This design comes from an exercise in tuning for small area and a short achievable clock period on the open sky130 flow, not from production work. In this exercise RTL edits were held to simulation tests only and were not proved equivalent to the original. Power figures rest on the tool's default switching activity, not on a simulated workload.

[design.v]
module control_unit(
    input wire clk,
    input wire reset,
    input wire OV,
    input wire EQ,
    input wire GT,
    input wire LT,
    input wire [5:0] OPCODE,
    input wire [5:0] FUNCT,
    output reg        PC_write,
    output reg        MEM_wr,
    output reg        IR_write,
    output reg        B_write,
    output reg        MDR_write,
    output reg        ALUReg_write,
    output reg        EPC_write,
    output reg        REG_write,
    output reg  [1:0] reg_dst,
    output wire [1:0] except,
    output wire [1:0] MEM_toMDR,
    output reg  [1:0] BtoC,
    output reg  [1:0] ALU_srcA,
    output reg  [2:0] IorD,
    output reg  [2:0] ALU_srcB,
    output reg  [2:0] ALU_OP,
    output reg  [2:0] PC_src,
    output reg  [3:0] MEM_toreg,
    output wire       loadA,      
    output wire       minit,      
    output wire       mstep       
);
    localparam [5:0]
        F0A   = 6'd0,    
        F0B   = 6'd1,    
        F1    = 6'd2,    
        DEC   = 6'd3,    
        DEC2  = 6'd4,    
        RALU  = 6'd5,    
        BW    = 6'd6,    
        SLTX  = 6'd7,    
        BW45  = 6'd8,    
        SH1   = 6'd9,    
        SH2   = 6'd10,   
        SHS   = 6'd11,   
        RTE   = 6'd12,   
        BRK   = 6'd13,   
        MULT  = 6'd14,   
        MULT2 = 6'd15,   
        MF    = 6'd16,   
        IMM   = 6'd17,   
        LUI   = 6'd18,   
        BRA   = 6'd19,   
        BRB   = 6'd20,   
        MRA   = 6'd21,   
        MRB   = 6'd22,   
        MDR   = 6'd23,   
        REGW  = 6'd24,   
        STORE = 6'd25,   
        JUMP  = 6'd26,   
        JAL   = 6'd27,   
        JADDR = 6'd28,   
        JR    = 6'd29,   
        ADDM2 = 6'd30,   
        ADDM3 = 6'd31,   
        NOOP  = 6'd32,   
        OVF   = 6'd33,   
        EXC   = 6'd34;   
    wire r_type   = (OPCODE == 6'h00);
    wire op_addm  = (OPCODE == 6'h01);
    wire op_addiu = (OPCODE == 6'h09);
    reg [5:0] S;
    reg [6:0] K;
    reg       OV_p, EQ_p, GT_p, LT_p, reset_p;
    reg [5:0] state;
    reg [6:0] count;
    always @* begin
        state = F0A;
        count = 7'd0;
        if (!reset_p) begin
            case (S)
                F0A:   state = F0B;
                F0B:   state = F1;
                F1:    state = DEC;
                DEC:   state = DEC2;
                DEC2: begin
                    case (OPCODE)
                        6'h00: begin
                            case (FUNCT)
                                6'h20, 6'h22, 6'h24:               state = RALU;
                                6'h18:                             state = MULT;
                                6'h08:                             state = JR;
                                6'h10, 6'h12:                      state = MF;
                                6'h00, 6'h02, 6'h03, 6'h04, 6'h07: state = SH1;
                                6'h2a:                             state = SLTX;
                                6'h0d:                             state = BRK;
                                6'h13:                             state = RTE;
                                default:                           state = DEC2;
                            endcase
                        end
                        6'h08, 6'h09, 6'h01,
                        6'h20, 6'h21, 6'h23, 6'h28, 6'h29, 6'h2b: state = IMM;
                        6'h04, 6'h05, 6'h06, 6'h07:               state = BRA;
                        6'h0f:                                    state = LUI;
                        6'h0a:                                    state = SLTX;
                        6'h02:                                    state = JUMP;
                        6'h03:                                    state = JAL;
                        default:                                  state = NOOP;
                    endcase
                end
                RALU:  state = BW;
                IMM: begin
                    if (OPCODE == 6'h2b)
                        state = STORE;
                    else if (OPCODE[5:1] == 5'b00100)
                        state = BW;
                    else
                        state = MRA;
                end
                MRA:   state = MRB;
                MRB: begin
                    if (op_addm)
                        state = ADDM2;
                    else if (OPCODE[3])
                        state = STORE;
                    else
                        state = MDR;
                end
                MDR:   state = REGW;
                ADDM2: state = ADDM3;
                ADDM3: state = BW;
                BW: begin
                    if (OV_p && !op_addiu) begin
                        state = OVF;
                        count = op_addm ? 7'd6 : 7'd2;
                    end
                end
                OVF: begin
                    count = K + 7'd1;
                    state = (count == 7'd4) ? EXC : OVF;
                end
                NOOP:  state = EXC;
                SLTX:  state = BW45;
                SH1:   state = SH2;
                SH2:   state = SHS;
                MULT: begin
                    if (K > 7'd32) begin
                        state = MULT2;
                    end else begin
                        state = MULT;
                        count = K + 7'd1;
                    end
                end
                JAL:   state = JADDR;
                BRA:   state = BRB;
                default: state = F0A;
            endcase
        end
    end
    always @(posedge clk) begin
        S       <= state;
        K       <= count;
        OV_p    <= OV;
        EQ_p    <= EQ;
        GT_p    <= GT;
        LT_p    <= LT;
        reset_p <= reset;
    end
    wire br_take = OPCODE[1] ? (GT_p ^ ~OPCODE[0]) : (EQ_p ^ OPCODE[0]);
    always @* begin
        PC_write     = 1'b0;
        MEM_wr       = 1'b0;
        IR_write     = 1'b0;
        B_write      = 1'b0;
        MDR_write    = 1'b0;
        ALUReg_write = 1'b0;
        EPC_write    = 1'b0;
        REG_write    = 1'b0;
        reg_dst      = 2'b00;
        BtoC         = 2'b00;
        ALU_srcA     = 2'b01;
        IorD         = 3'b000;
        ALU_srcB     = 3'b000;
        ALU_OP       = 3'b001;
        PC_src       = 3'b000;
        MEM_toreg    = 4'b0000;
        if (reset_p) begin
            REG_write = 1'b1;
            reg_dst   = 2'b10;
            MEM_toreg = 4'b0100;
        end else begin
            case (S)
                F1: begin
                    PC_write = 1'b1;
                    IR_write = 1'b1;
                    ALU_srcA = 2'b00;
                    ALU_srcB = 3'b001;
                end
                DEC: begin
                    B_write      = 1'b1;
                    ALUReg_write = 1'b1;
                    ALU_srcA     = 2'b00;
                    ALU_srcB     = 3'b001;
                end
                DEC2: begin
                    ALU_srcA = 2'b00;
                    ALU_OP   = 3'b000;
                end
                RALU: begin
                    ALUReg_write = 1'b1;
                    ALU_OP = FUNCT[2] ? 3'b011 : FUNCT[1] ? 3'b010 : 3'b001;
                end
                IMM: begin
                    ALUReg_write = 1'b1;
                    ALU_srcB     = 3'b010;
                end
                ADDM3: begin
                    ALUReg_write = 1'b1;
                end
                MRA, MRB: begin
                    IorD = 3'b001;
                end
                ADDM2, MDR: begin
                    MDR_write = 1'b1;
                end
                MF: begin
                    REG_write = 1'b1;
                    MEM_toreg = FUNCT[1] ? 4'b0011 : 4'b0010;
                end
                REGW: begin
                    REG_write = 1'b1;
                    MEM_toreg = 4'b0001;
                end
                STORE: begin
                    IorD   = 3'b001;
                    MEM_wr = 1'b1;
                    BtoC   = OPCODE[1] ? 2'b00 : OPCODE[0] ? 2'b01 : 2'b10;
                end
                JUMP: begin
                    PC_write = 1'b1;
                    PC_src   = 3'b010;
                end
                JAL: begin
                    ALUReg_write = 1'b1;
                    ALU_srcA     = 2'b00;
                    ALU_OP       = 3'b000;
                end
                JADDR: begin
                    REG_write = 1'b1;
                    reg_dst   = 2'b11;
                    PC_write  = 1'b1;
                    PC_src    = 3'b010;
                end
                JR: begin
                    PC_write = 1'b1;
                    ALU_OP   = 3'b000;
                end
                BRA, BRB: begin
                    ALU_OP   = 3'b111;
                    PC_src   = 3'b001;
                    PC_write = br_take;
                end
                BW: begin
                    REG_write = ~OV_p | op_addiu;
                    reg_dst   = {1'b0, ~(OPCODE[3] ^ OPCODE[0])};
                end
                SLTX: begin
                    ALU_srcB = r_type ? 3'b000 : 3'b010;
                    ALU_OP   = 3'b000;
                end
                BW45: begin
                    REG_write = 1'b1;
                    MEM_toreg = LT_p ? 4'b0110 : 4'b0101;
                    reg_dst   = {1'b0, r_type};
                end
                SHS: begin
                    REG_write = 1'b1;
                    MEM_toreg = 4'b0111;
                    reg_dst   = 2'b01;
                end
                RTE: begin
                    PC_write = 1'b1;
                    PC_src   = 3'b100;
                end
                NOOP, OVF: begin
                    IorD = 3'b010;
                end
                EXC: begin
                    EPC_write = 1'b1;
                    PC_write  = 1'b1;
                    PC_src    = 3'b011;
                end
                LUI: begin
                    REG_write = 1'b1;
                    MEM_toreg = 4'b1000;
                end
                BRK: begin
                    PC_write = 1'b1;
                    ALU_srcA = 2'b00;
                    ALU_srcB = 3'b001;
                    ALU_OP   = 3'b010;
                end
                default: begin
                end
            endcase
        end
    end
    assign except    = {1'b0, S == OVF};             
    assign MEM_toMDR = (OPCODE[5] & ~OPCODE[1]) ? {~OPCODE[0], OPCODE[0]} : 2'b00;
    assign loadA     = (S == DEC2) && !reset_p;
    assign minit     = (S == MULT) && (K == 7'd1) && !reset_p;
    assign mstep     = (S == MULT) && (K >= 7'd2) && (K <= 7'd33) && !reset_p;
endmodule
module cpu (
    input wire clk,
    input wire reset,
    output wire [31:0] mem_addr,
    output wire        mem_wr,
    output wire [31:0] mem_wdata,
    input  wire [31:0] mem_rdata
);
    wire PC_write, MEM_wr, IR_write, B_write, MDR_write, ALUReg_write;
    wire EPC_write, REG_write;
    wire [1:0] reg_dst, except, MEM_toMDR, BtoC, ALU_srcA;
    wire [2:0] IorD, ALU_srcB, ALU_OP, PC_src;
    wire [3:0] MEM_toreg;
    wire loadA, minit, mstep;
    wire wsel_hi  = (BtoC == 2'b01) || (BtoC == 2'b10);
    wire wsel_mid = (BtoC == 2'b10);
    wire OV, EQ, GT, LT;
    reg [31:0] PC, IR, A, B, ALUOut, EPC, Hi, Lo;
    reg        q;
    reg        epc_valid, hl_valid;
    wire [5:0]  OPCODE = IR[31:26];
    wire [5:0]  FUNCT  = IR[5:0];
    wire [4:0]  RS     = IR[25:21];
    wire [4:0]  RT     = IR[20:16];
    wire [4:0]  RD     = IR[15:11];
    wire [15:0] IMM    = IR[15:0];
    wire [31:0] IMM_SX = {{16{IMM[15]}}, IMM};
    wire [31:0] valid;         
    reg [1:0]  phase;
    always @(posedge clk or posedge reset) begin
        if (reset)
            phase <= 2'd0;
        else
            phase <= phase + 2'd1;
    end
    wire        imm_shift = (OPCODE == 6'h00) && (FUNCT[5:2] == 4'b0000);
    wire [4:0]  raddr = (B_write || imm_shift) ? RT : RS;
    wire [1:0]  rpos = raddr[1:0] + phase;
    wire [31:0] rsel = (32'b1 << {raddr[4:2], rpos}) & valid;
    wire [31:0] rf [0:31];      
    wire [31:0] rdata;
    genvar rb, rk;
    generate
        for (rb = 0; rb < 32; rb = rb + 1) begin : rd_bit
            wire [31:0] col;
            for (rk = 0; rk < 32; rk = rk + 1) begin : rd_reg
                assign col[rk] = rf[rk][rb];
            end
            rf_read_bit u_rd (.d(col), .sel(rsel), .y(rdata[rb]));
        end
    endgenerate
    reg  [4:0]  waddr;
    always @* begin
        case (reg_dst)
            2'b00: waddr = RT;
            2'b01: waddr = RD;
            2'b10: waddr = 5'd29;
            default: waddr = 5'd31;
        endcase
    end
    wire [31:0] sh_out;
    shifter u_sh (.A(A), .B(B[4:0]), .FUNCT(FUNCT), .SHAMT(IMM[10:6]), .Y(sh_out));
    reg        wp;
    reg [4:0]  wp_addr;
    reg [3:0]  wp_sel;
    wire [4:0] w_addr = wp ? wp_addr : waddr;
    wire [3:0] w_sel  = wp ? wp_sel : MEM_toreg;
    wire       w_req  = wp | REG_write;
    wire       w_now  = w_req && ((w_addr[1:0] + phase + 2'd1) == 2'd0);
    always @(posedge clk or posedge reset) begin
        if (reset)
            wp <= 1'b0;
        else
            wp <= w_req && !w_now;
    end
    always @(posedge clk) begin
        if (!wp) begin
            wp_addr <= waddr;
            wp_sel  <= MEM_toreg;
        end
    end
    wire ws_alu = (w_sel == 4'b0000);
    wire ws_a   = (w_sel == 4'b0001);
    wire ws_hi  = (w_sel == 4'b0010) & hl_valid;
    wire ws_lo  = (w_sel == 4'b0011) & hl_valid;
    wire ws_227 = (w_sel == 4'b0100);
    wire ws_one = (w_sel == 4'b0110);
    wire ws_sh  = (w_sel == 4'b0111);
    wire ws_lui = (w_sel == 4'b1000);
    wire [31:0] wconst = {24'b0, {3{ws_227}}, 3'b000, ws_227, ws_227 | ws_one};
    wire [31:0] wdata;
    genvar wb;
    generate
        for (wb = 0; wb < 32; wb = wb + 1) begin : wd
            wire t0, t1;
            aoi222 u_t0 (.a0(ALUOut[wb]), .b0(ws_alu), .a1(A[wb]), .b1(ws_a),
                         .a2(Hi[wb]), .b2(ws_hi), .y(t0));
            aoi222 u_t1 (.a0(Lo[wb]), .b0(ws_lo), .a1(sh_out[wb]), .b1(ws_sh),
                         .a2(wb >= 16 ? IMM[wb % 16] : wconst[wb]),
                         .b2(wb >= 16 ? ws_lui : 1'b1), .y(t1));
            nand2 u_o (.a(t0), .b(t1), .y(wdata[wb]));
        end
    endgenerate
    genvar rg;
    generate
        for (rg = 0; rg < 8; rg = rg + 1) begin : ring
            reg  [31:0] p0, p1, p2, p3;
            wire        wr   = w_now && (w_addr[4:2] == rg);
            wire        wr_n = ~wr;
            wire [31:0] p0_in;
            genvar rb2;
            for (rb2 = 0; rb2 < 32; rb2 = rb2 + 1) begin : in_bit
                ao22 u_in (.a0(wdata[rb2]), .b0(wr), .a1(p3[rb2]), .b1(wr_n), .y(p0_in[rb2]));
            end
            always @(posedge clk) begin
                p0 <= p0_in;
                p1 <= p0;
                p2 <= p1;
                p3 <= p2;
            end
            reg v0, v1, v2, v3;
            always @(posedge clk or posedge reset) begin
                if (reset) begin
                    v0 <= 1'b0;
                    v1 <= 1'b0;
                    v2 <= 1'b0;
                    v3 <= 1'b0;
                end else begin
                    v0 <= wr | v3;
                    v1 <= v0;
                    v2 <= v1;
                    v3 <= v2;
                end
            end
            assign valid[4*rg]   = v0;
            assign valid[4*rg+1] = v1;
            assign valid[4*rg+2] = v2;
            assign valid[4*rg+3] = v3;
            assign rf[4*rg]   = p0;
            assign rf[4*rg+1] = p1;
            assign rf[4*rg+2] = p2;
            assign rf[4*rg+3] = p3;
        end
    endgenerate
    wire [31:0] alu_a = mstep ? Hi : (ALU_srcA == 2'b00 ? PC : A);
    reg  [31:0] alu_b;
    always @* begin
        case (ALU_srcB)
            3'b001:  alu_b = 32'd4;
            3'b010:  alu_b = IMM_SX;
            default: alu_b = B;
        endcase
    end
    wire [2:0] op = mstep ? ({Lo[0], q} == 2'b10 ? 3'b010 :
                             {Lo[0], q} == 2'b01 ? 3'b001 : 3'b000) : ALU_OP;
    wire [31:0] alu_s;
    alu32 u_alu (.a(alu_a), .b(alu_b), .op(op), .s(alu_s), .ov(OV), .eq(EQ), .lt(LT), .gt(GT));
    wire [31:0] IR_d;
    hold_mux u_ir_h (.d(mem_rdata), .q(IR), .en(IR_write), .y(IR_d));
    always @(posedge clk)
        IR <= IR_d;
    reg [31:0] mdr_in;
    always @* begin
        case (MEM_toMDR)
            2'b01:   mdr_in = {{16{mem_rdata[15]}}, mem_rdata[15:0]};
            2'b10:   mdr_in = {{24{mem_rdata[7]}}, mem_rdata[7:0]};
            default: mdr_in = mem_rdata;
        endcase
    end
    wire [31:0] A_d;
    hold_mux u_a_h (.d(loadA ? rdata : mdr_in), .q(A), .en(loadA | MDR_write), .y(A_d));
    always @(posedge clk)
        A <= A_d;
    wire [31:0] B_d;
    hold_mux u_b_h (.d(rdata), .q(B), .en(B_write), .y(B_d));
    always @(posedge clk or posedge reset) begin
        if (reset)
            B <= 32'b0;
        else
            B <= B_d;
    end
    wire [31:0] ALUOut_d;
    hold_mux u_alo_h (.d(alu_s), .q(ALUOut), .en(ALUReg_write), .y(ALUOut_d));
    always @(posedge clk or posedge reset) begin
        if (reset)
            ALUOut <= 32'b0;
        else
            ALUOut <= ALUOut_d;
    end
    wire [31:0] EPC_d;
    hold_mux u_epc_h (.d(PC), .q(EPC), .en(EPC_write), .y(EPC_d));
    always @(posedge clk)
        EPC <= EPC_d;
    always @(posedge clk or posedge reset) begin
        if (reset) begin
            epc_valid <= 1'b0;
            hl_valid  <= 1'b0;
        end else begin
            if (EPC_write)
                epc_valid <= 1'b1;
            if (minit)
                hl_valid <= 1'b1;
        end
    end
    reg [31:0] pc_in;
    always @* begin
        case (PC_src)
            3'b001:  pc_in = ALUOut;
            3'b010:  pc_in = {PC[31:28], IR[25:0], 2'b00};
            3'b011:  pc_in = {{24{mem_rdata[7]}}, mem_rdata[7:0]};
            3'b100:  pc_in = epc_valid ? EPC : 32'b0;
            default: pc_in = alu_s;
        endcase
    end
    wire [31:0] PC_d;
    hold_mux u_pc_h (.d(pc_in), .q(PC), .en(PC_write), .y(PC_d));
    always @(posedge clk or posedge reset) begin
        if (reset)
            PC <= 32'b0;
        else
            PC <= PC_d;
    end
    wire [31:0] Hi_d, Lo_d;
    hold_mux u_hi_h (.d(minit ? 32'b0 : {alu_s[31], alu_s[31:1]}), .q(Hi), .en(minit | mstep), .y(Hi_d));
    hold_mux u_lo_h (.d(minit ? A : {alu_s[0], Lo[31:1]}), .q(Lo), .en(minit | mstep), .y(Lo_d));
    always @(posedge clk) begin
        Hi <= Hi_d;
        Lo <= Lo_d;
        if (minit)
            q <= 1'b0;
        else if (mstep)
            q <= Lo[0];
    end
    assign mem_addr  = (IorD == 3'b001) ? ALUOut :
                       (IorD == 3'b010) ? {30'd63, except == 2'b00 ? 2'b01 : 2'b10} :
                       PC;
    assign mem_wr    = MEM_wr;
    wire [31:8] wsel = {{16{wsel_hi}}, {8{wsel_mid}}};
    wire [31:8] wb_n = ~(B[31:8] & ~wsel);
    wire [31:8] wm_n;
    genvar wdi;
    generate
        for (wdi = 8; wdi < 32; wdi = wdi + 1) begin : wd_bit
            nand2 u_m (.a(mem_rdata[wdi]), .b(wsel[wdi]), .y(wm_n[wdi]));
            nand2 u_o (.a(wm_n[wdi]), .b(wb_n[wdi]), .y(mem_wdata[wdi]));
        end
    endgenerate
    assign mem_wdata[7:0] = B[7:0];
    control_unit CTRL(
      .clk(clk),
      .reset(reset),
      .OV(OV),
      .EQ(EQ),
      .GT(GT),
      .LT(LT),
      .OPCODE(OPCODE),
      .FUNCT(FUNCT),
      .PC_write(PC_write),
      .MEM_wr(MEM_wr),
      .IR_write(IR_write),
      .B_write(B_write),
      .MDR_write(MDR_write),
      .ALUReg_write(ALUReg_write),
      .EPC_write(EPC_write),
      .REG_write(REG_write),
      .reg_dst(reg_dst),
      .except(except),
      .MEM_toMDR(MEM_toMDR),
      .BtoC(BtoC),
      .ALU_srcA(ALU_srcA),
      .IorD(IorD),
      .ALU_srcB(ALU_srcB),
      .ALU_OP(ALU_OP),
      .PC_src(PC_src),
      .MEM_toreg(MEM_toreg),
      .loadA(loadA),
      .minit(minit),
      .mstep(mstep)
    );
endmodule
module rf_read_bit (
    input  wire [31:0] d,
    input  wire [31:0] sel,
    output wire        y
);
    wire [10:0] t;
    genvar k;
    generate
        for (k = 0; k < 10; k = k + 1) begin : grp
            aoi222 u_aoi (.a0(d[3*k]),   .b0(sel[3*k]),
                          .a1(d[3*k+1]), .b1(sel[3*k+1]),
                          .a2(d[3*k+2]), .b2(sel[3*k+2]), .y(t[k]));
        end
    endgenerate
    assign t[10] = ~((d[30] & sel[30]) | (d[31] & sel[31]));
    assign y = ~&t;
endmodule
module aoi222 (
    input  wire a0, b0, a1, b1, a2, b2,
    output wire y
);
    assign y = ~((a0 & b0) | (a1 & b1) | (a2 & b2));
endmodule
module shifter (
    input  wire [31:0] A,
    input  wire [4:0]  B,
    input  wire [5:0]  FUNCT,
    input  wire [4:0]  SHAMT,
    output wire [31:0] Y
);
    wire        left  = ~FUNCT[1];
    wire        right = FUNCT[1];
    wire [4:0]  n     = FUNCT[2] ? B : SHAMT;
    wire        fill  = ~(FUNCT[0] & A[31]);     
    wire [31:0] s1, s2, s3, s4, s5, s6;
    genvar i;
    generate
        for (i = 0; i < 32; i = i + 1) begin : st
            mux2i m1 (.a(A[i]),    .b(A[31-i]),   .s(left), .y(s1[i]));
            mux2i m2 (.a(s1[i]),   .b(i + 1  < 32 ? s1[(i+1)  % 32] :  fill), .s(n[0]), .y(s2[i]));
            mux2i m3 (.a(s2[i]),   .b(i + 2  < 32 ? s2[(i+2)  % 32] : ~fill), .s(n[1]), .y(s3[i]));
            mux2i m4 (.a(s3[i]),   .b(i + 4  < 32 ? s3[(i+4)  % 32] :  fill), .s(n[2]), .y(s4[i]));
            mux2i m5 (.a(s4[i]),   .b(i + 8  < 32 ? s4[(i+8)  % 32] : ~fill), .s(n[3]), .y(s5[i]));
            mux2i m6 (.a(s5[i]),   .b(i + 16 < 32 ? s5[(i+16) % 32] :  fill), .s(n[4]), .y(s6[i]));
            ao22 m7 (.a0(s6[i]), .b0(right), .a1(s6[31-i]), .b1(left), .y(Y[i]));
        end
    endgenerate
endmodule
module mux2i (
    input  wire a,
    input  wire b,
    input  wire s,
    output wire y
);
    assign y = ~(s ? b : a);
endmodule
module alu32 (
    input  wire [31:0] a,
    input  wire [31:0] b,
    input  wire [2:0]  op,
    output reg  [31:0] s,
    output wire        ov,
    output wire        eq,
    output wire        lt,
    output wire        gt
);
    wire [31:0] nb   = (op == 3'b001) ? b : ~b;
    wire [32:0] sum;
    add32 u_add (.a(a), .b(nb), .cin(op[1]), .s(sum));
    wire [31:0] soma = sum[31:0];
    wire        c31  = soma[31] ^ a[31] ^ nb[31];
    assign ov = sum[32] ^ c31;
    always @* begin
        case (op)
            3'b000:  s = a;
            3'b011:  s = a & b;
            default: s = soma;
        endcase
    end
    wire [7:0] z4;
    wire [1:0] z16;
    genvar zi;
    generate
        for (zi = 0; zi < 8; zi = zi + 1) begin : zq
            nor4 u_z (.a(soma[4*zi]), .b(soma[4*zi+1]), .c(soma[4*zi+2]), .d(soma[4*zi+3]), .y(z4[zi]));
        end
    endgenerate
    nand4 u_z16a (.a(z4[0]), .b(z4[1]), .c(z4[2]), .d(z4[3]), .y(z16[0]));
    nand4 u_z16b (.a(z4[4]), .b(z4[5]), .c(z4[6]), .d(z4[7]), .y(z16[1]));
    assign eq = ~(z16[0] | z16[1] | ov);
    assign lt = (soma[31] & ~ov) | (ov & a[31]);
    assign gt = ((~soma[31] & ~ov) | (ov & ~a[31])) & ~eq;
endmodule
module nand2 (
    input  wire a,
    input  wire b,
    output wire y
);
    assign y = ~(a & b);
endmodule
module ao22 (
    input  wire a0, b0, a1, b1,
    output wire y
);
    assign y = (a0 & b0) | (a1 & b1);
endmodule
module hold_mux (
    input  wire [31:0] d,
    input  wire [31:0] q,
    input  wire        en,
    output wire [31:0] y
);
    wire en_n = ~en;
    genvar i;
    generate
        for (i = 0; i < 32; i = i + 1) begin : b
            ao22 u (.a0(d[i]), .b0(en), .a1(q[i]), .b1(en_n), .y(y[i]));
        end
    endgenerate
endmodule
module add32 (
    input  wire [31:0] a,
    input  wire [31:0] b,
    input  wire        cin,
    output wire [32:0] s
);
    wire [31:0] p = a ^ b;
    wire [31:0] g0 = (a & b) | {31'b0, p[0] & cin};
    reg  [31:0] G, P;
    integer l, i, j;
    always @* begin
        G = g0;
        P = p;
        for (l = 0; l < 5; l = l + 1) begin
            for (i = 31; i >= 0; i = i - 1) begin
                if ((i >> l) & 1) begin
                    j = ((i >> l) << l) - 1;
                    G[i] = G[i] | (P[i] & G[j]);
                    P[i] = P[i] & P[j];
                end
            end
        end
    end
    assign s[0] = p[0] ^ cin;
    assign s[31:1] = p[31:1] ^ G[30:0];
    assign s[32] = G[31];
endmodule
module nor4 (
    input  wire a, b, c, d,
    output wire y
);
    assign y = ~(a | b | c | d);
endmodule
module nand4 (
    input  wire a, b, c, d,
    output wire y
);
    assign y = ~(a & b & c & d);
endmodule
[flow/run.sh]
#!/bin/bash
# Layout flow: the standard synthesis, then the standard ORFS steps with
#  - small plain buffers on the ports (buf_1 instead of the default delay-cell pick; timing repair sizes the critical ones),
#  - timing repair free to change cell footprints and aiming below the 16 ns clock,
#  - a clock tree of clkbuf_8 leaf buffers driving up to 16 flip-flops, no dummy loads.
set -euo pipefail
cd "$(dirname "$0")/.."
bash standard.sh synth > flow_synth.log 2>&1
bash standard.sh \
  "BUFFER_PORTS_ARGS=-buffer_cell sky130_fd_sc_hd__buf_1" \
  MATCH_CELL_FOOTPRINT=0 \
  SETUP_SLACK_MARGIN=9.3 \
  "CTS_ARGS=-sink_clustering_enable -repair_clock_nets -sink_clustering_size 16 -sink_clustering_max_diameter 70 -buf_list sky130_fd_sc_hd__clkbuf_8 -dont_use_dummy_load" \
  finish > flow_layout.log 2>&1
[standard.sh]
#!/bin/bash
# synth_recipe.tcl (not shown) runs the flow's synth.tcl, then flattens the netlist and writes it again
# the make line also repeats each setting of config.mk as NAME=value (left out here)
make -C /OpenROAD-flow-scripts/flow DESIGN_CONFIG=/design/flow/config.mk WORK_HOME=/design/flow/orfs CLKGATE_MAP_FILE= SYNTH_SCRIPT=/design/flow/synth_recipe.tcl "${@:-finish}"
[config.mk]
export PLATFORM = sky130hd
export DESIGN_NAME = cpu
export DESIGN_NICKNAME = cpu
export VERILOG_FILES = /design/flow/design.v
export SDC_FILE = /design/flow/constraint.sdc
export NUM_CORES = 4
export LEC_CHECK = 0
export CAP_MARGIN = 10
export CORE_MARGIN = 2
export CORE_UTILIZATION = 55
export SLEW_MARGIN = 10
export SYNTH_HIERARCHICAL = 1
[constraint.sdc]
create_clock -name core_clock -period 16.0 [get_ports {clk}]
set_input_delay 3.2000 -clock core_clock [delete_from_list [all_inputs] [get_ports {clk}]]
set_output_delay 3.2000 -clock core_clock [all_outputs]
set_load 0.01 [all_outputs]
==> flow_results.xml, run 1 <==
<?xml version="1.0" encoding="UTF-8"?>
<metrics>
  <group name="drt">
    <metric name="vias_per_cell" unit="">7.13</metric>
    <metric name="drt-pass1-iter-count" unit="">13</metric>
    <metric name="detail_route.drc_violations" unit="">0</metric>
    <metric name="via_count" unit="">39300</metric>
    <metric name="drt-wirelength-per-cell" unit="um">31.9</metric>
    <metric name="dr.first_iter.drc_count" unit="">5837</metric>
    <metric name="routed_wirelength" unit="mm">176</metric>
    <metric name="detail-route-antenna-nets" unit="">0</metric>
  </group>
  <group name="pwr">
    <metric name="powerDensity" unit="nW/um2">181</metric>
    <metric name="power.static_leakage" unit="uW">0.0213</metric>
    <metric name="worst_vdd_drop" unit="V">0.000116</metric>
  </group>
  <group name="synth">
    <metric name="synth_top_area_cell" unit="">dfxtp_1</metric>
    <metric name="ys.warnings.count" unit="">10</metric>
    <metric name="synth_cell_types" unit="">98</metric>
    <metric name="async_flop_share" unit="%">9.89</metric>
    <metric name="synth_sequential_area_ratio" unit="%">56.3</metric>
    <metric name="synthesis.area" unit="um2">49000</metric>
    <metric name="yosys_most_used_dff" unit="">dfxtp_1</metric>
    <metric name="yosys-top-cells-area" unit="">dfxtp_1 (49%), a22o_1 (11%), a222oi_1 (8.4%)</metric>
    <metric name="synth_cells" unit="">4136</metric>
    <metric name="synthesis.area_per_instance" unit="um2">11.9</metric>
    <metric name="synth_edf_count" unit="">0</metric>
    <metric name="synth-seq-cells" unit="">1345</metric>
    <metric name="yosys.area.top_type_share" unit="%">49.5</metric>
  </group>
  <group name="global_route">
    <metric name="antenna_violations_before_repair" unit="">2</metric>
    <metric name="grt_overflow_total" unit="">0</metric>
    <metric name="grt_pass1_vias" unit="">37300</metric>
    <metric name="grt_start_max_net_pins" unit="">134</metric>
    <metric name="grt_use_total" unit="%">37.1</metric>
    <metric name="grt_first_pass_wirelength" unit="mm">253</metric>
  </group>
  <group name="sta">
    <metric name="clock-skew-final" unit="ps">119</metric>
    <metric name="layout_worst_path_cycle_share" unit="%">42.2</metric>
    <metric name="setup_tns" unit="ps">0</metric>
    <metric name="layout_min_cycle_time" unit="ps">6760</metric>
    <metric name="slew_of_the_pin_with_the_lowest_slew_margin" unit="ps">1260</metric>
    <metric name="maximum_operating_frequency" unit="GHz">0.148</metric>
    <metric name="max-slew-margin-rel" unit="%">15.7</metric>
    <metric name="grt_setup_unrepaired" unit="">yes</metric>
    <metric name="timing.final.setup_violations" unit="">0</metric>
    <metric name="report.final.slew_viol_count" unit="">0</metric>
    <metric name="timing.final.hold_violations" unit="">0</metric>
  </group>
  <group name="clocking">
    <metric name="clk_transition_reported_paths" unit="ps">100</metric>
    <metric name="cts_max_path_buffers" unit="">3</metric>
    <metric name="cts-htree-levels" unit="">3</metric>
    <metric name="cts-hold-fix-buffers" unit="">0</metric>
    <metric name="total_clock_sinks" unit="">1345</metric>
    <metric name="clkLatencyLatePin" unit="ps">780</metric>
    <metric name="tritoncts" unit="">done</metric>
    <metric name="total_clock_buffers_created_by_cts" unit="">100</metric>
    <metric name="cts.root.buffer_cell" unit="">clkbuf_8</metric>
  </group>
  <group name="die">
    <metric name="initial_core_util" unit="%">55.5</metric>
    <metric name="die_height" unit="um">303</metric>
    <metric name="design.core.area" unit="um2">88400</metric>
    <metric name="floorplan.die.width" unit="um">303</metric>
    <metric name="rows" unit="">109</metric>
    <metric name="top_level_i_o_count" unit="">99</metric>
    <metric name="design.die.area" unit="um2">91500</metric>
  </group>
  <group name="finish">
    <metric name="most-common-layout-cells" unit="">dfxtp_1 (1,211), a22o_1 (617), a222oi_1 (411)</metric>
    <metric name="fin_nets" unit="">4432</metric>
    <metric name="multi_input_comb_area" unit="um2">21100</metric>
    <metric name="post_route_cells_drive_above_1_share" unit="%">12.2</metric>
    <metric name="final_common_cell" unit="">dfxtp_1</metric>
    <metric name="final_core_utilization" unit="%">60.5</metric>
    <metric name="n_fill_cell" unit="">7365</metric>
    <metric name="layoutNonFillerInstCount" unit="">5517</metric>
    <metric name="flow.area_growth_from_synthesis" unit="%">9.05</metric>
    <metric name="final-seq-area" unit="um2">27600</metric>
  </group>
  <group name="status">
    <metric name="status" unit="">timing/DRC/antenna clean</metric>
  </group>
  <group name="worst_setup_path">
    <metric name="worstSetupEndpointType" unit="">output port</metric>
    <metric name="critical_path_required" unit="ps">12800</metric>
    <metric name="worst_path_class_setup" unit="">in -&gt; out</metric>
    <metric name="worst-endpoint-arrival" unit="ps">3560</metric>
    <metric name="crit_fanout" unit="">2</metric>
    <metric name="worstSetupStartpointType" unit="">input port</metric>
  </group>
  <group name="placed_design">
    <metric name="port-buffer-count" unit="">98</metric>
    <metric name="hpwl" unit="mm">109</metric>
    <metric name="placed_instances" unit="">5376</metric>
    <metric name="finalWeightedCongestion" unit="">0.985</metric>
  </group>
  <group name="flow_run">
    <metric name="drv_cap" unit="">0</metric>
  </group>
  <group name="min_path">
    <metric name="timing.hold.worst.class" unit="">reg -&gt; reg</metric>
  </group>
</metrics>
==> Yosys stat by module (local to each module, per instance), excerpt <==
module        flops+latches  cell area (um2)
add32                     0             1480
ao22                      0             8.76
aoi222                    0             10.0
control_unit             18             2380
cpu                    1327            31900
mux2i                     0             10.0
rf_read_bit               0             36.3
==> through the flow <==
step           instance area [um2]  worst slack (ps)  hold slack (ps)  power (uW)
5_1_grt                      53500              9240              254       10100
3_5_place_dp                 51200              8570              335        7980
6_report                     53500              9240              249        9680
4_1_cts                      53200              9240              246        9570
3_3_place_gp                 51200              8730              332        7960
2_1_floorplan                49100              9450              330        6800
==> cells in the mapped netlist (all sizes together), types with 10 or more instances <==
| master | instances |
|---|---|
| buf | 52 |
| clkbuf | 76 |
| nand2 | 219 |
| a21o | 32 |
| a21oi | 120 |
| nand2b | 21 |
| or4 | 34 |
| nor4 | 19 |
| o21ai | 134 |
| nor3 | 33 |
| o31ai | 33 |
| dfxtp | 1212 |
| ha | 41 |
| a31oi | 11 |
| a22oi | 12 |
| mux2 | 60 |
| and3b | 10 |
| xor2 | 20 |
| and3 | 43 |
| dfrtp | 133 |
| nand3 | 30 |
| xnor2 | 52 |
| o21bai | 10 |
| and2 | 12 |
| a31o | 12 |
| a22o | 617 |
| nand4 | 73 |
| or2 | 13 |
| inv | 80 |
| nor2 | 99 |
| mux2i | 236 |
| nor3b | 17 |
| a222oi | 411 |
| nor2b | 53 |
==> flip-flops by register name, indices dropped and copies added, names as in the netlist, 32 cells and up <==
signal,count
B,32
EPC,32
A,32
ring.p2,256
Hi,32
PC,32
ring.p0,256
ALUOut,32
IR,32
ring.p1,256
ring.p3,256
Lo,32
==> power breakdown <==
part	total, uW	switching, uW	internal [uW]
combinational	3160	1970	1190
sequential	4920	709	4210
clock	1610	1050	558
total	9680	3730	5960
==> path summary, 6_finish.rpt <==
| kind | from | end | slack [ps] | depth (start not counted) |
|---|---|---|---|---|
| max | mem_rdata[11] | mem_wdata[11] | 9240 | 4 |
| min | ring[2].p0[23]$_DFF_P_ | ring[2].p1[23]$_DFF_P_ | 250 | 0 |
| max reg2reg | CTRL.S[0]$_SDFF_PP0_ | CTRL.GT_p$_DFF_P_ | 9550 | 26 |
| min reg2reg | ring[2].p0[23]$_DFF_P_ | ring[2].p1[23]$_DFF_P_ | 250 | 0 |
| max in group asynchronous | reset | phase[0]$_DFF_PP0_ | 12550 | 3 |
| min in group asynchronous | reset | B[3]$_DFF_PP0_ | 2610 | 3 |
==> worst max-delay path, stage by stage <==
cell	delay (ps)
buf_6	90
nand2_2	50
nand2_1	60
buf_2	140
==> cells by family after synthesis <==
logic type	after synthesis	synth area share, %
muxes	296	6.23
AOI/OAI and AO/OA	1457	25.0
DFF	1345	56.3
and+or+nand+nor	706	7.96
adders and majority gates	47	1.29
xor gates and xnor gates	74	1.43
other	3	0.0230
buffers and inverters	208	1.81
==> layer usage <==
layer	GRT usage [%]	vias up	part of all wire (%)
met5	0	-	0.0074
met4	15.1	2	4.4
met3	6.76	399	9.3
met2	59.3	2133	46
met1	49.8	19800	41
li1	-	17000	-
==> timing repair <==
action                     4_1_cts  5_1_grt
gates cloned                     2        1
gates resized for setup        180       40
pin swaps                       23        8
setup endpoints to repair      116       68
setup buffers                   28        7
==> cell type report <==
class / instances / area share, %
inverters: 80 / 0.576
repair buffers: 213 / 3.11
multi-input cells: 2611 / 39.4
well taps: 1165 / 2.73
flip-flops and latches: 1345 / 51.6
clock buffers: 100 / 2.57
diodes: 3 / 0.0140
==> run 2, diff against run 1 <==
--- a/design.v
+++ b/design.v
@@ -480,7 +480,7 @@
         endcase
     end
     wire [31:0] A_d;
-    hold_mux u_a_h (.d(loadA ? rdata : mdr_in), .q(A), .en(loadA | MDR_write), .y(A_d));
+    sel_mux3 u_a_h (.d0(rdata), .s0(loadA), .d1(mdr_in), .s1(MDR_write), .q(A), .y(A_d));
     always @(posedge clk)
         A <= A_d;
     wire [31:0] B_d;
@@ -533,8 +533,14 @@
             PC <= PC_d;
     end
     wire [31:0] Hi_d, Lo_d;
-    hold_mux u_hi_h (.d(minit ? 32'b0 : {alu_s[31], alu_s[31:1]}), .q(Hi), .en(minit | mstep), .y(Hi_d));
-    hold_mux u_lo_h (.d(minit ? A : {alu_s[0], Lo[31:1]}), .q(Lo), .en(minit | mstep), .y(Lo_d));
+    wire        m_hold = ~(minit | mstep);
+    genvar mb;
+    generate
+        for (mb = 0; mb < 32; mb = mb + 1) begin : mh
+            ao22 u_hi (.a0(mb == 31 ? alu_s[31] : alu_s[mb+1]), .b0(mstep), .a1(Hi[mb]), .b1(m_hold), .y(Hi_d[mb]));
+        end
+    endgenerate
+    sel_mux3 u_lo_h (.d0(A), .s0(minit), .d1({alu_s[0], Lo[31:1]}), .s1(mstep), .q(Lo), .y(Lo_d));
     always @(posedge clk) begin
         Hi <= Hi_d;
         Lo <= Lo_d;
@@ -749,3 +755,25 @@
 );
     assign y = ~(a & b & c & d);
 endmodule
+module sel_mux3 (
+    input  wire [31:0] d0,
+    input  wire        s0,
+    input  wire [31:0] d1,
+    input  wire        s1,
+    input  wire [31:0] q,
+    output wire [31:0] y
+);
+    wire h = ~(s0 | s1);
+    genvar i;
+    generate
+        for (i = 0; i < 32; i = i + 1) begin : b
+            ao222 u (.a0(d0[i]), .b0(s0), .a1(d1[i]), .b1(s1), .a2(q[i]), .b2(h), .y(y[i]));
+        end
+    endgenerate
+endmodule
+module ao222 (
+    input  wire a0, b0, a1, b1, a2, b2,
+    output wire y
+);
+    assign y = (a0 & b0) | (a1 & b1) | (a2 & b2);
+endmodule
==> flow/run.sh (replaced) <==
#!/bin/bash
# Layout flow: the standard synthesis, then the standard ORFS steps with
#  - small plain buffers on the ports (buf_2 instead of the default delay-cell pick; timing repair sizes the critical ones),
#  - timing repair free to change cell footprints and aiming below the 16 ns clock,
#  - a clock tree of clkbuf_8 leaf buffers driving up to 14 flip-flops, no dummy loads.
set -euo pipefail
cd "$(dirname "$0")/.."
bash standard.sh synth > flow_synth.log 2>&1
bash standard.sh \
  "BUFFER_PORTS_ARGS=-buffer_cell sky130_fd_sc_hd__buf_2" \
  MATCH_CELL_FOOTPRINT=0 \
  SETUP_SLACK_MARGIN=9.3 \
  "CTS_ARGS=-sink_clustering_enable -repair_clock_nets -sink_clustering_size 14 -sink_clustering_max_diameter 70 -buf_list sky130_fd_sc_hd__clkbuf_8 -dont_use_dummy_load" \
  finish > flow_layout.log 2>&1
--- a/config.mk
+++ b/config.mk
@@ -5,8 +5,8 @@
 export SDC_FILE = /design/flow/constraint.sdc
 export NUM_CORES = 4
 export LEC_CHECK = 0
-export CAP_MARGIN = 10
+export CAP_MARGIN = 20
 export CORE_MARGIN = 2
 export CORE_UTILIZATION = 55
-export SLEW_MARGIN = 10
+export SLEW_MARGIN = 20
 export SYNTH_HIERARCHICAL = 1
==> run 2 against run 1 <==
- final area is essentially flat
- highest routed layer unchanged
- still clean
- clock power grew 3%
- via count shrank 0.50%
- critical path depth is the same
==> flow_results.xml, run 2 <==
<?xml version="1.0" encoding="UTF-8"?>
<metrics>
  <group name="flow_run">
    <metric name="drv_cap" unit="">0</metric>
  </group>
  <group name="worst_setup_path">
    <metric name="reg2reg_from" unit="">CTRL.S[3]$_SDFF_PP0_</metric>
    <metric name="worst_reg2reg_path_endpoint" unit="">CTRL.GT_p$_DFF_P_</metric>
    <metric name="regToRegSetupSlack" unit="ps">9450</metric>
    <metric name="worstSetupEndpointType" unit="">output port</metric>
    <metric name="worst_path_max_delay_cell" unit="">buf_2</metric>
    <metric name="critical_path_buf_inv_count" unit="">2</metric>
    <metric name="crit_chain" unit="">buf_8, nand2_2, nand2_1, buf_2</metric>
    <metric name="timing.reg2reg.worst_path_depth" unit="">26</metric>
    <metric name="worst_path_class_setup" unit="">in -&gt; out</metric>
    <metric name="crit_cells" unit="">4</metric>
    <metric name="critical-path-top-delay-family" unit="">buffers and inverters</metric>
    <metric name="crit_path_max_incr_delay" unit="ps">150</metric>
    <metric name="critical_path_required" unit="ps">12800</metric>
    <metric name="crit_fanout" unit="">2</metric>
    <metric name="worst-endpoint-arrival" unit="ps">3610</metric>
    <metric name="worstSetupStartpointType" unit="">input port</metric>
  </group>
  <group name="synth">
    <metric name="synthesis.area" unit="um2">48500</metric>
    <metric name="synthesis.area_per_instance" unit="um2">11.9</metric>
    <metric name="synth-seq-cells" unit="">1345</metric>
    <metric name="yosys.cell_count.top_type" unit="">dfxtp_1</metric>
    <metric name="largest_family_of_logic_cells_by_synthesized_area" unit="">compound AO/OA/AOI/OAI gates</metric>
    <metric name="yosys-top-cells-area" unit="">dfxtp_1 (50%), a22o_1 (10%), a222oi_1 (9.8%)</metric>
    <metric name="synthXorXnorAreaFrac" unit="%">1.44</metric>
    <metric name="synth_cells" unit="">4065</metric>
    <metric name="synthesized_area_fraction_occupied_by_ao_oa_aoi_and_oai_cells" unit="%">25.2</metric>
    <metric name="yosys_most_used_dff" unit="">dfxtp_1</metric>
    <metric name="synth_top_area_cell" unit="">dfxtp_1</metric>
    <metric name="yosys.area.top_type_share" unit="%">50.0</metric>
    <metric name="muxShareOfSynthArea" unit="%">5.38</metric>
    <metric name="async_flop_share" unit="%">9.89</metric>
    <metric name="synth_cell_types" unit="">97</metric>
    <metric name="synth_commonest_cells" unit="">dfxtp_1 (1,212), a22o_1 (551), a222oi_1 (473), mux2i_1 (237), nand2_1 (214)</metric>
    <metric name="synth_simple_gate_area_share" unit="%">7.68</metric>
    <metric name="synth_sequential_area_ratio" unit="%">56.9</metric>
    <metric name="synth_fa_ha_area_share" unit="%">1.31</metric>
    <metric name="ys.warnings.count" unit="">10</metric>
    <metric name="synth_edf_count" unit="">0</metric>
  </group>
  <group name="sta">
    <metric name="layout_worst_path_cycle_share" unit="%">42.5</metric>
    <metric name="grt_setup_unrepaired" unit="">yes</metric>
    <metric name="slew_of_the_pin_with_the_lowest_slew_margin" unit="ps">1160</metric>
    <metric name="setup_tns" unit="ps">0</metric>
    <metric name="maximum_operating_frequency" unit="GHz">0.147</metric>
    <metric name="timing.final.setup_violations" unit="">0</metric>
    <metric name="report.final.slew_viol_count" unit="">0</metric>
    <metric name="postLayoutSetupSlackWorst" unit="ps">9190</metric>
    <metric name="max-slew-margin-rel" unit="%">20.8</metric>
    <metric name="clock-skew-final" unit="ps">117</metric>
    <metric name="layout_min_cycle_time" unit="ps">6810</metric>
    <metric name="timing.final.hold_violations" unit="">0</metric>
    <metric name="fin_worst_hold_slack" unit="ps">282</metric>
  </group>
  <group name="clocking">
    <metric name="total_clock_sinks" unit="">1345</metric>
    <metric name="cts.root.buffer_cell" unit="">clkbuf_8</metric>
    <metric name="clkLatencyLatePin" unit="ps">830</metric>
    <metric name="total_clock_buffers_created_by_cts" unit="">109</metric>
    <metric name="tritoncts" unit="">done</metric>
    <metric name="clk_transition_reported_paths" unit="ps">90</metric>
    <metric name="cts-htree-levels" unit="">3</metric>
    <metric name="cts_max_path_buffers" unit="">3</metric>
    <metric name="cts-hold-fix-buffers" unit="">0</metric>
  </group>
  <group name="die">
    <metric name="design.core.area" unit="um2">87000</metric>
    <metric name="design.die.area" unit="um2">90500</metric>
    <metric name="die_height" unit="um">301</metric>
    <metric name="floorplan.die.width" unit="um">301</metric>
    <metric name="rows" unit="">108</metric>
    <metric name="top_level_i_o_count" unit="">99</metric>
    <metric name="initial_core_util" unit="%">55.7</metric>
  </group>
  <group name="global_route">
    <metric name="grt_first_pass_wirelength" unit="mm">252</metric>
    <metric name="grt.met1_usage" unit="%">48.6</metric>
    <metric name="grt_most_used_layer" unit="">met2</metric>
    <metric name="grt_overflow_total" unit="">0</metric>
    <metric name="grt_pass1_vias" unit="">37300</metric>
    <metric name="grt_use_total" unit="%">37.2</metric>
    <metric name="groute.layer.met3.usage" unit="%">6.72</metric>
    <metric name="antenna_violations_before_repair" unit="">3</metric>
    <metric name="gr-usage-met2" unit="%">59.9</metric>
    <metric name="grt_start_max_net_pins" unit="">134</metric>
  </group>
  <group name="pwr">
    <metric name="power.sequential.fraction" unit="%">54.7</metric>
    <metric name="power.static_leakage" unit="uW">0.0217</metric>
    <metric name="comb_power_share" unit="%">24.8</metric>
    <metric name="totalPowerFinal" unit="uW">8130</metric>
    <metric name="netSwitchingFraction" unit="%">34.8</metric>
    <metric name="powerDensity" unit="nW/um2">152</metric>
    <metric name="worst_vdd_drop" unit="V">0.0000924</metric>
    <metric name="p_int" unit="uW">5300</metric>
    <metric name="power.net_switching" unit="uW">2830</metric>
    <metric name="clock_power_share" unit="%">20.4</metric>
  </group>
  <group name="min_path">
    <metric name="timing.hold.worst.class" unit="">reg -&gt; reg</metric>
    <metric name="timing.hold.worst_endpoint" unit="">ring[0].p1[12]$_DFF_P_</metric>
    <metric name="hold_start" unit="">ring[0].p0[12]$_DFF_P_</metric>
    <metric name="hold-path-cell-count" unit="">0</metric>
  </group>
  <group name="finish">
    <metric name="final-seq-area" unit="um2">27600</metric>
    <metric name="most-common-layout-cells" unit="">dfxtp_1 (1,210), a22o_1 (551), a222oi_1 (473)</metric>
    <metric name="multi_input_comb_area" unit="um2">20600</metric>
    <metric name="post_route_cells_drive_above_1_share" unit="%">13.0</metric>
    <metric name="fin_nets" unit="">4379</metric>
    <metric name="n_fill_cell" unit="">7183</metric>
    <metric name="flow.area_growth_from_synthesis" unit="%">10.2</metric>
    <metric name="final_common_cell" unit="">dfxtp_1</metric>
  </group>
  <group name="placed_design">
    <metric name="placement.setup.worst_slack" unit="ps">8150</metric>
    <metric name="hpwl" unit="mm">106</metric>
    <metric name="port-buffer-count" unit="">98</metric>
    <metric name="finalWeightedCongestion" unit="">0.960</metric>
  </group>
  <group name="drt">
    <metric name="via_count" unit="">39100</metric>
    <metric name="drt-wirelength-per-cell" unit="um">32.0</metric>
    <metric name="drt-pass1-iter-count" unit="">13</metric>
    <metric name="dr.first_iter.drc_count" unit="">6155</metric>
    <metric name="vias_per_cell" unit="">7.17</metric>
    <metric name="detail-route-antenna-nets" unit="">0</metric>
    <metric name="routed_wirelength" unit="mm">175</metric>
    <metric name="detail_route.drc_violations" unit="">0</metric>
  </group>
  <group name="status">
    <metric name="status" unit="">timing/DRC/antenna clean</metric>
  </group>
</metrics>
## run 2: cell count changes in the layout (fill, tap and decap cells not counted), moves of 8 or more
| cell | delta |
|---|---|
| a21oi_1 | -47 |
| clkbuf_8 | +9 |
| nor2b_1 | -30 |
| buf_1 | -50 |
| nand2_1 | -10 |
| a21o_1 | +23 |
| and3_2 | -8 |
| inv_1 | +39 |
| buf_2 | +45 |
| mux2_2 | -41 |
| a22o_1 | -66 |
| a222oi_1 | +62 |
## run 2: per-stage QoR
step / cells / instance area, um2 / utilization (%)
floorplan: 4093 / 48700 / -
global placement: 5300 / 50900 / 58.5
detailed placement: 5300 / 50900 / 58.5
CTS: 5434 / 53100 / 61.0
global route: 5454 / 53400 / 61.4
finish: 5456 / 53400 / 61.4
## run 2: how the worst max path moves through the flow
stage,start,to,slack (ps)
CTS,mem_rdata[28],mem_wdata[28],9240
floorplan,CTRL.S[0]$_SDFF_PP0_,CTRL.GT_p$_DFF_P_,9150
detailed placement,CTRL.S[1]$_SDFF_PP0_,CTRL.GT_p$_DFF_P_,8150
global placement,CTRL.S[1]$_SDFF_PP0_,CTRL.GT_p$_DFF_P_,8230
finish,mem_rdata[13],mem_wdata[13],9190
global route,mem_rdata[13],mem_wdata[13],9210
## run 2: power by group through the flow
stage               combinational (uW)  clock, uW  sequential, uW
CTS                               1930       1680            4430
global placement                  1910          0            4480
global route                      2110       1800            4510
floorplan                         1300          0            4300
detailed placement                1910          0            4490
finish                            2020       1660            4450
## run 2: modules after synthesis (local to each module, per instance), a selection
module	copies in the design	flip-flops and latches	cells inside
cpu	1	1327	1910
control_unit	1	18	352
add32	1	0	192
alu32	1	0	162
rf_read_bit	32	0	5
ao222	64	0	2
nor4	8	0	1
aoi222	384	0	1
ao22	480	0	1
nand4	2	0	1
hold_mux	5	0	1
nand2	80	0	1
sel_mux3	2	0	1
## run 2: cell families (layout without fill, tap and decap cells)
family	count (synthesis)	count (layout)
AND/OR/NAND/NOR	674	675
flip-flops	1345	1345
multiplexers	257	257
buffers and inverters	237	439
XOR/XNOR	74	74
other	3	36
AO/OA/AOI/OAI	1428	1428
adder cells (fa/ha/maj)	47	47
## run 2: cell type report
class | count | share of cell area [%]
Multi-Input combinational cell | 2512 | 38.6
Sequential cell | 1345 | 51.6
Inverter | 119 | 0.850
Timing Repair Buffer | 211 | 3.37
Tap cell | 1155 | 2.70
Clock buffer | 109 | 2.81
Antenna cell | 5 | 0.0234
## run 2: routing by layer
layer / vias up / routed length, um / share of wire, %
li1: 16800 / - / -
met1: 19500 / 69900 / 40
met2: 2264 / 79200 / 45
met3: 479 / 16100 / 9.2
met4: 2 / 9430 / 5.4
met5: - / 12 / 0.0069
## run 2: timing repair
action / CTS / global route
setup buffers: 22 / 15
gates cloned: 3 / 2
pin swaps: 29 / 14
endpoints found under the setup margin: 133 / 61
gates resized for setup: 126 / 56
endpoints found under the hold margin: 0 / 0
==> run 3, diff against run 2 <==
--- a/design.v
+++ b/design.v
@@ -514,18 +514,26 @@
                 hl_valid <= 1'b1;
         end
     end
-    reg [31:0] pc_in;
-    always @* begin
-        case (PC_src)
-            3'b001:  pc_in = ALUOut;
-            3'b010:  pc_in = {PC[31:28], IR[25:0], 2'b00};
-            3'b011:  pc_in = {{24{mem_rdata[7]}}, mem_rdata[7:0]};
-            3'b100:  pc_in = epc_valid ? EPC : 32'b0;
-            default: pc_in = alu_s;
-        endcase
-    end
+    wire ps_aluout = PC_write & (PC_src == 3'b001);
+    wire ps_jmp    = PC_write & (PC_src == 3'b010);
+    wire ps_mem    = PC_write & (PC_src == 3'b011);
+    wire ps_epc    = PC_write & (PC_src == 3'b100) & epc_valid;
+    wire ps_alu    = PC_write & ~ps_aluout & ~ps_jmp & ~ps_mem & (PC_src != 3'b100);
+    wire ps_hold   = ~PC_write;
+    wire [31:0] pc_jmp = {PC[31:28], IR[25:0], 2'b00};
+    wire [31:0] pc_mem = {{24{mem_rdata[7]}}, mem_rdata[7:0]};
     wire [31:0] PC_d;
-    hold_mux u_pc_h (.d(pc_in), .q(PC), .en(PC_write), .y(PC_d));
+    genvar pb;
+    generate
+        for (pb = 0; pb < 32; pb = pb + 1) begin : pcb
+            wire t0, t1;
+            aoi222 u_t0 (.a0(alu_s[pb]), .b0(ps_alu), .a1(ALUOut[pb]), .b1(ps_aluout),
+                         .a2(pc_jmp[pb]), .b2(ps_jmp), .y(t0));
+            aoi222 u_t1 (.a0(pc_mem[pb]), .b0(ps_mem), .a1(EPC[pb]), .b1(ps_epc),
+                         .a2(PC[pb]), .b2(ps_hold), .y(t1));
+            nand2 u_o (.a(t0), .b(t1), .y(PC_d[pb]));
+        end
+    endgenerate
     always @(posedge clk or posedge reset) begin
         if (reset)
             PC <= 32'b0;
==> flow/run.sh (replaced) <==
#!/bin/bash
# Layout flow: the standard synthesis, then the standard ORFS steps with
#  - small plain buffers on the ports (buf_1 instead of the default delay-cell pick; timing repair sizes the critical ones),
#  - timing repair free to change cell footprints and aiming below the 16 ns clock,
#  - a clock tree of clkbuf_8 leaf buffers driving up to 16 flip-flops, no dummy loads.
set -euo pipefail
cd "$(dirname "$0")/.."
bash standard.sh synth > flow_synth.log 2>&1
bash standard.sh \
  "BUFFER_PORTS_ARGS=-buffer_cell sky130_fd_sc_hd__buf_1" \
  MATCH_CELL_FOOTPRINT=0 \
  SETUP_SLACK_MARGIN=9.3 \
  "CTS_ARGS=-sink_clustering_enable -repair_clock_nets -sink_clustering_size 16 -sink_clustering_max_diameter 70 -buf_list sky130_fd_sc_hd__clkbuf_8 -dont_use_dummy_load" \
  finish > flow_layout.log 2>&1
--- a/config.mk
+++ b/config.mk
@@ -5,8 +5,8 @@
 export SDC_FILE = /design/flow/constraint.sdc
 export NUM_CORES = 4
 export LEC_CHECK = 0
-export CAP_MARGIN = 20
+export CAP_MARGIN = 10
 export CORE_MARGIN = 2
 export CORE_UTILIZATION = 55
-export SLEW_MARGIN = 20
+export SLEW_MARGIN = 10
 export SYNTH_HIERARCHICAL = 1
==> run 3 against run 2 <==
- still clean on timing, DRC and antenna
- global-route usage decreased by 0.27 points
- register-to-register slack better by 200 ps
- clock power fell by 5%
- final cell count down 1.4%
- first-iteration DRC count rose by 2.6%
- worst setup slack gained 19 ps
- routed wire length fell by 1.4%
- fmax grew 0.28%
- sequential cell count unchanged
- critical path type unchanged
- largest power group unchanged
==> flow_results.xml, run 3 <==
<?xml version="1.0" encoding="UTF-8"?>
<metrics>
  <group name="finish">
    <metric name="post_route_cells_drive_above_1_share" unit="%">11.4</metric>
    <metric name="postLayoutCellArea" unit="um2">52700</metric>
    <metric name="final_common_cell" unit="">dfxtp_1</metric>
    <metric name="most-common-layout-cells" unit="">dfxtp_1 (1,208), a22o_1 (518), a222oi_1 (512)</metric>
    <metric name="n_fill_cell" unit="">7237</metric>
    <metric name="final_core_utilization" unit="%">60.7</metric>
    <metric name="final-seq-area" unit="um2">27600</metric>
    <metric name="fin_nets" unit="">4305</metric>
    <metric name="multi_input_comb_area" unit="um2">20200</metric>
    <metric name="flow.area_growth_from_synthesis" unit="%">9.49</metric>
  </group>
  <group name="worst_setup_path">
    <metric name="worst-endpoint-arrival" unit="ps">3590</metric>
    <metric name="cp_common_cell" unit="">nand2_4</metric>
    <metric name="worstSetupStartpointType" unit="">input port</metric>
    <metric name="worst_path_max_delay_cell" unit="">buf_6</metric>
    <metric name="crit_chain" unit="">buf_8, nand2_4, nand2_4, buf_6</metric>
    <metric name="worst_path_class_setup" unit="">in -&gt; out</metric>
    <metric name="crit_fanout" unit="">2</metric>
    <metric name="crit_path_max_incr_delay" unit="ps">130</metric>
    <metric name="worstSetupEndpointType" unit="">output port</metric>
    <metric name="critical_path_required" unit="ps">12800</metric>
  </group>
  <group name="die">
    <metric name="die_height" unit="um">300</metric>
    <metric name="initial_core_util" unit="%">55.5</metric>
    <metric name="design.die.area" unit="um2">89900</metric>
    <metric name="rows" unit="">108</metric>
    <metric name="top_level_i_o_count" unit="">99</metric>
    <metric name="design.core.area" unit="um2">86800</metric>
    <metric name="floorplan.die.width" unit="um">300</metric>
  </group>
  <group name="global_route">
    <metric name="grt_start_max_net_pins" unit="">69</metric>
    <metric name="antenna_violations_before_repair" unit="">2</metric>
    <metric name="grt_overflow_total" unit="">0</metric>
    <metric name="grt_pass1_vias" unit="">37000</metric>
    <metric name="grt_use_total" unit="%">36.9</metric>
    <metric name="grt_first_pass_wirelength" unit="mm">248</metric>
  </group>
  <group name="sta">
    <metric name="layout_min_cycle_time" unit="ps">6790</metric>
    <metric name="timing.final.hold_violations" unit="">0</metric>
    <metric name="layout_worst_path_cycle_share" unit="%">42.4</metric>
    <metric name="clock-skew-final" unit="ps">92.4</metric>
    <metric name="setup_tns" unit="ps">0</metric>
    <metric name="max-slew-margin-rel" unit="%">8.08</metric>
    <metric name="timing.final.setup_violations" unit="">0</metric>
    <metric name="fin_worst_hold_slack" unit="ps">314</metric>
    <metric name="slew_of_the_pin_with_the_lowest_slew_margin" unit="ps">1370</metric>
    <metric name="report.final.slew_viol_count" unit="">0</metric>
    <metric name="maximum_operating_frequency" unit="GHz">0.147</metric>
    <metric name="grt_setup_unrepaired" unit="">yes</metric>
  </group>
  <group name="clocking">
    <metric name="cts.root.buffer_cell" unit="">clkbuf_8</metric>
    <metric name="cts_max_path_buffers" unit="">3</metric>
    <metric name="cts-htree-levels" unit="">3</metric>
    <metric name="total_clock_buffers_created_by_cts" unit="">97</metric>
    <metric name="clkLatencyLatePin" unit="ps">810</metric>
    <metric name="total_clock_sinks" unit="">1345</metric>
    <metric name="clk_transition_reported_paths" unit="ps">100</metric>
    <metric name="tritoncts" unit="">done</metric>
    <metric name="cts-hold-fix-buffers" unit="">0</metric>
  </group>
  <group name="placed_design">
    <metric name="port-buffer-count" unit="">98</metric>
    <metric name="detailed_place.area" unit="um2">50400</metric>
    <metric name="hpwl" unit="mm">106</metric>
    <metric name="finalWeightedCongestion" unit="">0.947</metric>
  </group>
  <group name="flow_run">
    <metric name="drv_cap" unit="">0</metric>
  </group>
  <group name="drt">
    <metric name="vias_per_cell" unit="">7.15</metric>
    <metric name="drt-wirelength-per-cell" unit="um">32.0</metric>
    <metric name="detail-route-antenna-nets" unit="">0</metric>
    <metric name="dr.first_iter.drc_count" unit="">6315</metric>
    <metric name="via_count" unit="">38500</metric>
    <metric name="detail_route.drc_violations" unit="">0</metric>
    <metric name="routed_wirelength" unit="mm">172</metric>
    <metric name="drt-pass1-iter-count" unit="">13</metric>
  </group>
  <group name="synth">
    <metric name="yosys_most_used_dff" unit="">dfxtp_1</metric>
    <metric name="synth-seq-cells" unit="">1345</metric>
    <metric name="yosys-top-cells-area" unit="">dfxtp_1 (50%), a222oi_1 (11%), a22o_1 (9.4%)</metric>
    <metric name="synth_edf_count" unit="">0</metric>
    <metric name="synthesis.area" unit="um2">48100</metric>
    <metric name="synth_top_area_cell" unit="">dfxtp_1</metric>
    <metric name="ys.warnings.count" unit="">10</metric>
    <metric name="synth_cells" unit="">3980</metric>
    <metric name="yosys.area.top_type_share" unit="%">50.4</metric>
    <metric name="async_flop_share" unit="%">9.89</metric>
    <metric name="synth_cell_types" unit="">101</metric>
    <metric name="synth_sequential_area_ratio" unit="%">57.3</metric>
    <metric name="synthesis.area_per_instance" unit="um2">12.1</metric>
    <metric name="yosys.cell_count.top_type" unit="">dfxtp_1</metric>
    <metric name="synth_commonest_cells" unit="">dfxtp_1 (1,212), a22o_1 (518), a222oi_1 (512), nand2_1 (238), mux2i_1 (235)</metric>
  </group>
  <group name="pwr">
    <metric name="power.static_leakage" unit="uW">0.0213</metric>
    <metric name="worst_vdd_drop" unit="V">0.000105</metric>
    <metric name="totalPowerFinal" unit="uW">7480</metric>
    <metric name="powerDensity" unit="nW/um2">142</metric>
  </group>
  <group name="status">
    <metric name="status" unit="">timing/DRC/antenna clean</metric>
  </group>
  <group name="min_path">
    <metric name="timing.hold.worst.class" unit="">reg -&gt; reg</metric>
  </group>
</metrics>
==> run 3: path summary, 6_finish.rpt <==
kind / start / endpoint / slack [ps] / cells after the start
max in group asynchronous: reset / B[15]$_DFF_PP0_ / 11480 / 4
hold / removal: ring[1].p2[24]$_DFF_P_ / ring[1].p3[24]$_DFF_P_ / 310 / 0
hold reg to reg: ring[1].p2[24]$_DFF_P_ / ring[1].p3[24]$_DFF_P_ / 310 / 0
min in group asynchronous: reset / ring[2].v0$_DFF_PP0_ / 2600 / 2
setup / recovery: mem_rdata[20] / mem_wdata[20] / 9210 / 4
setup reg to reg: CTRL.S[1]$_SDFF_PP0_ / CTRL.GT_p$_DFF_P_ / 9650 / 28
==> run 3: modules after synthesis (local to each module, per instance) <==
module	flip-flops and latches	cells inside	copies in the design	area, um2
control_unit	18	336	1	2370
ao22	0	1	448	8.76
ao222	0	2	64	13.8
nand2	0	1	112	3.75
mux2i	0	1	192	10.0
rf_read_bit	0	5	32	36.3
sel_mux3	0	1	2	3.75
alu32	0	162	1	1060
aoi222	0	1	448	10.0
add32	0	180	1	1400
nand4	0	1	2	6.26
hold_mux	0	1	4	3.75
shifter	0	8	1	70.1
nor4	0	1	8	12.5
cpu	1327	1790	1	30300
==> run 3: kinds of logic after synthesis <==
family / share of synthesized area (%)
compound gates: 25.0
flops: 57.3
simple gates: 7.56
mux: 5.29
buf+inv: 1.97
xor+xnor: 1.47
fa+ha+maj: 1.32
other cells: 0.0234
==> run 3: final cells by class <==
class,count,share of cell area (%)
Antenna cell,5,0.0238
Clock buffer,97,2.53
Inverter,117,0.848
Multi-Input combinational cell,2450,38.4
Sequential cell,1345,52.4
Tap cell,1155,2.74
Timing Repair Buffer,213,3.09
==> run 3: where the power goes <==
| group | switching, uW | internal (uW) | leakage (uW) | total, uW |
|---|---|---|---|---|
| sequential | 399 | 3870 | 0.0116 | 4270 |
| combinational | 1070 | 555 | 0.00894 | 1630 |
| clock | 1040 | 542 | 0.000697 | 1580 |
| total | 2510 | 4970 | 0.0213 | 7480 |
==> run 3: through the flow <==
| stage | instances | setup slack (ps) |
|---|---|---|
| floorplan | 4010 | 9220 |
| global placement | 5239 | 8470 |
| detailed placement | 5239 | 8400 |
| CTS | 5364 | 9230 |
| global route | 5382 | 9220 |
| finish | 5382 | 9210 |
==> run 3: critical path: cells and delay by family <==
family	cells	cell delay, ps
and+or+nand+nor	2	140
buffers and inverters	2	240
==> run 3: metal layers <==
metal  vias up  part of all wire, %  track usage (%)  wire [um]
met1     19300                   41             49.2      70000
met5         -                    0                0          0
met3       413                  9.4             7.47      16300
met4         0                  5.0             16.3       8590
met2      2120                   45             58.3      77400
li1      16600                    -                -          -
==> run 3: repair_timing <==
item                       CTS  global route
setup buffers               27            11
gates cloned                 1             2
pin swaps                   22             8
gates resized for setup    202            33
setup endpoints to repair   88            67

what the ideal ports hide:
The results above use ideal ports. As a check the final layouts listed here were re-extracted and re-timed, cells and wires unchanged. Step 1 sets driving cells, clkbuf_16 on the clock port and buf_2 on the other inputs (assumed; they add their load-dependent delay and slew). Step 2 also shifts input and output timing later by t, the mid clock arrival at the registers, as if the neighbouring blocks saw the same clock. Three values: ideal ports, drivers, drivers and shift; two values: the first two.
run | t, ns | slack for setup (ns) | hold WS [ns] | worst register clock-pin slew, ns
run 1 | 0.803 | 9.244 / 9.198 / 9.198 | 0.249 / 0.249 / 0.249 | 0.12 / 0.12
run 2 | 0.841 | 9.194 / 9.137 / 9.137 | 0.282 / 0.282 / 0.282 | 0.10 / 0.10
run 3 | 0.823 | 9.213 / 9.169 / 9.169 | 0.314 / 0.314 / 0.314 | 0.11 / 0.11
After both steps every run listed still meets setup and hold. The setup slack of run 2, which loses most, moves by -0.057 ns with the drivers and by -0.057 ns with both steps.
